This design comes from an exercise in tuning for small area on the open sky130 flow, not from production work. Only simulation tests tie the RTL to the original design; equivalence was not proved.

## run F
## Modu_BPU
module Modu_BPU(
	clk,Iter,blockIndex,Parallel_degree,Init_Flag_BPU_M,Init_Flag_BPU_L,initBeta,Alpha_In_BPU,
	data_In_BPU,
	q_up,
	betaValueOut_next,Le_sys,Le_par,D
	);
	input clk;
	input [3:0] Iter;
	input [2:0] blockIndex;
	input [3:0] Parallel_degree;
	input Init_Flag_BPU_M;
	input Init_Flag_BPU_L;
	input [79:0] initBeta;
	input [79:0] Alpha_In_BPU;
	input [21:0] data_In_BPU;
	input [3:0] q_up;
	output [79:0] betaValueOut_next;
	output [7:0] Le_sys;
	output [7:0] Le_par;
	output D;
	function [13:0] add14;
		input [13:0] a;
		input [13:0] b;
		input ci;
		integer i;
		reg c;
		begin
			c = ci;
			for (i = 0; i < 14; i = i + 1) begin
				add14[i] = a[i] ^ b[i] ^ c;
				c = (a[i] & b[i]) | (c & (a[i] ^ b[i]));
			end
		end
	endfunction
	function [13:0] sx10;
		input [9:0] v;
		begin
			sx10 = {{4{v[9]}}, v};
		end
	endfunction
	function [13:0] sx11;
		input [10:0] v;
		begin
			sx11 = {{3{v[10]}}, v};
		end
	endfunction
	function [13:0] sx12;
		input [11:0] v;
		begin
			sx12 = {{2{v[11]}}, v};
		end
	endfunction
	function carry13;
		input [12:0] a;
		input [12:0] b;
		input integer n;
		integer i;
		reg c;
		begin
			c = 1'b1;
			for (i = 0; i < 13; i = i + 1)
				if (i < n)
					c = (a[i] & ~b[i]) | (c & (a[i] | ~b[i]));
			carry13 = c;
		end
	endfunction
	function [10:0] emax;
		input [10:0] a;
		input [10:0] b;
		begin
			emax = (a[10] ^ ~b[10] ^ carry13({2'b00, a}, {2'b00, b}, 11)) ? b : a;
		end
	endfunction
	function [11:0] qmax;
		input [11:0] a;
		input [11:0] b;
		begin
			qmax = (a[11] ^ ~b[11] ^ carry13({2'b00, a}, {2'b00, b}, 11)) ? b : a;
		end
	endfunction
	function [11:0] qmaxf;
		input [11:0] a;
		input [11:0] b;
		reg [11:0] d;
		begin
			d = a - b;
			qmaxf = d[11] ? b : a;
		end
	endfunction
	function [9:0] sat10;
		input [11:0] v;
		begin
			if (v[11:9] == 3'b000 || v[11:9] == 3'b111)
				sat10 = v[9:0];
			else
				sat10 = v[11] ? 10'h200 : 10'h1ff;
		end
	endfunction
	function [7:0] scale_sat;
		input [12:0] x;
		reg [13:0] mag, t1, t2;
		reg [7:0] t;
		reg big, sat_p, sat_n;
		begin
  ...
Size: roughly 350 flip-flops, about 300 I/O pins, ~35000 um^2 of cells after synthesis.
clock: 10.0 ns
lec_check: 0
abc_area: 1
cap_margin: 20
core_margin: 2
core_utilization: 60
place_density: 0.75
setup_slack_margin: 0.15
slew_margin: 20
standard.sh (not shown) runs the stock make flow with config.mk's settings and CLKGATE_MAP_FILE= SYNTH_SCRIPT=/design/flow/synth_recipe.tcl, a recipe that flattens the netlist after the stock synthesis.
==> flow/flow/run.sh <==
#!/bin/bash
# The standard layout, with the port buffers taken from the smallest
# buffer cell instead of the one buffer_ports picks by default.
set -e
export BUFFER_PORTS_ARGS="-buffer_cell sky130_fd_sc_hd__buf_1"
bash standard.sh > standard.log 2>&1
Inputs modified between run F and run D:
--- a/flow/design.v
+++ b/flow/design.v
@@ -46,42 +46,32 @@
 		end
 	endfunction
 	function [13:0] sx12;
 		input [11:0] v;
 		begin
 			sx12 = {{2{v[11]}}, v};
 		end
 	endfunction
-	function carry13;
-		input [12:0] a;
-		input [12:0] b;
-		input integer n;
-		integer i;
-		reg c;
-		begin
-			c = 1'b1;
-			for (i = 0; i < 13; i = i + 1)
-				if (i < n)
-					c = (a[i] & ~b[i]) | (c & (a[i] | ~b[i]));
-			carry13 = c;
-		end
-	endfunction
 	function [10:0] emax;
 		input [10:0] a;
 		input [10:0] b;
-		begin
-			emax = (a[10] ^ ~b[10] ^ carry13({2'b00, a}, {2'b00, b}, 11)) ? b : a;
+		reg [13:0] d;
+		begin
+			d = add14(sx11(a), ~sx11(b), 1'b1);
+			emax = d[11] ? b : a;
 		end
 	endfunction
 	function [11:0] qmax;
 		input [11:0] a;
 		input [11:0] b;
-		begin
-			qmax = (a[11] ^ ~b[11] ^ carry13({2'b00, a}, {2'b00, b}, 11)) ? b : a;
+		reg [13:0] d;
+		begin
+			d = add14({2'b00, a}, ~{2'b00, b}, 1'b1);
+			qmax = d[11] ? b : a;
 		end
 	endfunction
 	function [11:0] qmaxf;
 		input [11:0] a;
 		input [11:0] b;
 		reg [11:0] d;
 		begin
 			d = a - b;
@@ -139,23 +129,24 @@
 	endfunction
 	wire [10:0] C0 = cn(B0, B1), C2 = cn(B2, B1), C3 = cn(B3, B1), C4 = cn(B4, B1);
 	wire [10:0] C5 = cn(B5, B1), C6 = cn(B6, B1), C7 = cn(B7, B1);
 	function [9:0] bfly;
 		input [10:0] ci;
 		input [10:0] cj;
 		input [9:0] g;
 		input neg;
-		reg [13:0] gp, gn, t1, t2;
+		reg [13:0] gp, gn, t1, t2, d;
 		begin
 			gp = neg ? ~sx10(g) : sx10(g);
 			gn = neg ? sx10(g) : ~sx10(g);
 			t1 = add14(sx11(ci), gp, neg);
 			t2 = add14(sx11(cj), gn, ~neg);
-			bfly = sat10((t1[11] ^ ~t2[11] ^ carry13({1'b0, t1[11:0]}, {1'b0, t2[11:0]}, 12)) ? t2[11:0] : t1[11:0]);
+			d = add14(sx12(t1[11:0]), ~sx12(t2[11:0]), 1'b1);
+			bfly = sat10(d[12] ? t2[11:0] : t1[11:0]);
 		end
 	endfunction
 	assign betaValueOut_next = {
 		bfly(C6, C7,    g0f[9:0], 1'b0),   
 		bfly(C4, C5,    g1f[9:0], 1'b0),   
 		bfly(C2, C3,    g1f[9:0], 1'b1),   
 		bfly(C0, 11'd0, g0f[9:0], 1'b1),   
 		bfly(C6, C7,    g0f[9:0], 1'b1),   
==> comparison <==
- Re count of clock-buffer cells in the layout: run F and run D aren't equal, and the higher value belongs to run F.
- Run D vs run F — wire length dropped by a few percent
- In terms of initial detailed-routing violation count, run D and run F differ only marginally.
- Comparing run F and run D, the lower area after synthesis is on run F.
- Changes observed in run D relative to run F: final core utilization shrank by 0.22 points; worst setup slack shrank by 0.025 ns; sum of negative setup slack held steady.
- Overall track demand over capacity in global routing, run F and run D: smaller value in run D
- Going from run F to run D, number of gates resized after cts grows by 3.
- Any difference in source-to-sink clock delay at the later pin of the worst-skew pair between run D and run F is small enough to ignore.


Modu_BPU, a different RTL version from the one above (not shown whole).
Size: about 350 flip-flops, roughly 35000 um^2 of cells after synthesis.
clock: 10.0 ns
lec_check: 0
abc_area: 1
cap_margin: 20
core_margin: 2
core_utilization: 75
place_density: 0.85
setup_slack_margin: 0.1
slew_margin: 20
Scripts as last shown in full above: flow/flow/run.sh
Edit:
--- a/flow/design.v
+++ b/flow/design.v
@@ -30,12 +30,20 @@
 			for (i = 0; i < 14; i = i + 1) begin
 				add14[i] = a[i] ^ b[i] ^ c;
 				c = (a[i] & b[i]) | (c & (a[i] ^ b[i]));
 			end
 		end
 	endfunction
+	function [13:0] add14d;
+		input [13:0] a;
+		input [13:0] b;
+		input ci;
+		begin
+			add14d = ~add14(~a, ~b, ~ci);
+		end
+	endfunction
 	function [13:0] sx10;
 		input [9:0] v;
 		begin
 			sx10 = {{4{v[9]}}, v};
 		end
 	endfunction
@@ -134,13 +142,13 @@
 			else
 				scale_sat = sat_p ? 8'h7f : t;
 		end
 	endfunction
 	reg [8:0] sa_r;    
 	reg [6:0] par_r;   
-	wire [13:0] sa_in = add14({{7{data_In_BPU[6]}}, data_In_BPU[6:0]}, {{6{data_In_BPU[21]}}, data_In_BPU[21:14]}, 1'b0);
+	wire [13:0] sa_in = add14d({{7{data_In_BPU[6]}}, data_In_BPU[6:0]}, {{6{data_In_BPU[21]}}, data_In_BPU[21:14]}, 1'b0);
 	always @(posedge clk) begin
 		sa_r  <= sa_in[8:0];
 		par_r <= data_In_BPU[13:7];
 	end
 	wire [13:0] g0f = add14({{5{sa_r[8]}}, sa_r}, {{7{par_r[6]}}, par_r}, 1'b0);    
 	wire [13:0] g1f = add14({{5{sa_r[8]}}, sa_r}, ~{{7{par_r[6]}}, par_r}, 1'b1);   
@@ -193,13 +201,13 @@
 	end
 	function [10:0] ab;
 		input [9:0] a;
 		input [9:0] b;
 		reg [13:0] s;
 		begin
-			s = add14(sx10(a), sx10(b), 1'b0);
+			s = add14d(sx10(a), sx10(b), 1'b0);
 			ab = s[10:0];
 		end
 	endfunction
 	wire [9:0] A0 = Alpha_In_BPU[9:0],   A1 = Alpha_In_BPU[19:10], A2 = Alpha_In_BPU[29:20], A3 = Alpha_In_BPU[39:30];
 	wire [9:0] A4 = Alpha_In_BPU[49:40], A5 = Alpha_In_BPU[59:50], A6 = Alpha_In_BPU[69:60], A7 = Alpha_In_BPU[79:70];
 	reg [10:0] M1, M2, M3, M4, M5, M6, M7, M8;
@@ -219,22 +227,22 @@
 	end
 	function [11:0] addo;
 		input [10:0] m;
 		input [11:0] o;
 		reg [13:0] s;
 		begin
-			s = add14(sx11(m), sx12(o), 1'b0);
+			s = add14d(sx11(m), sx12(o), 1'b0);
 			addo = s[11:0];
 		end
 	endfunction
 	function [11:0] subo;
 		input [10:0] m;
 		input [11:0] o;
 		reg [13:0] s;
 		begin
-			s = add14(sx11(m), ~sx12(o), 1'b1);
+			s = add14d(sx11(m), ~sx12(o), 1'b1);
 			subo = s[11:0];
 		end
 	endfunction
 	wire [11:0] px = {{5{par_1[6]}}, par_1};
 	wire [11:0] sx = {{3{sa_1[8]}}, sa_1};
 	reg [11:0] Fs1, Fs2, Fp1, Fp2;
Cell area drops by 3.0%.
Critical path depth drops by 2.
Core utilization drops by 0.37 points.
Sequential cell count does not change.
Cell count drops by 3.3%.
Routed wire length drops by 3.5%.
Synthesized cell count drops by 3.7%.
Non-clock buffer count drops by 1.
Clock-buffer cell count climbs by 4.
Register-to-register slack degrades by 390 ps.
Worst setup slack degrades by 26 ps.
Global-route usage drops by 1.1 points.

[separate check: timing with driven ports]
The results above use ideal ports. As a check the final layouts listed here were re-extracted and re-timed, cells and wires unchanged.
Step 1, drivers: a clkbuf_16 drives clk and a buf_2 each remaining input, both assumed.
Step 2 adds t to the input delays and takes it off the output delays; t is the mean of the earliest and latest rising clock arrival at the registers after step 1. Input paths then give back, and output paths get back, about the clock's delay inside the block.
Three values: no drivers, after step 1, after step 2; two values: the first two.
run	t (ns)	setup WS [ns]	clock arrival spread, ns
run F	0.653	0.388 / 0.320 / 0.973	0.033 / 0.033
run D	0.631	0.363 / 0.304 / 0.935	0.039 / 0.039
the first run of note 2	0.667	0.367 / 0.303 / 0.970	0.066 / 0.066
the second run of note 2	0.633	0.340 / 0.279 / 0.912	0.033 / 0.033
After both steps setup and hold are still met in every run listed.
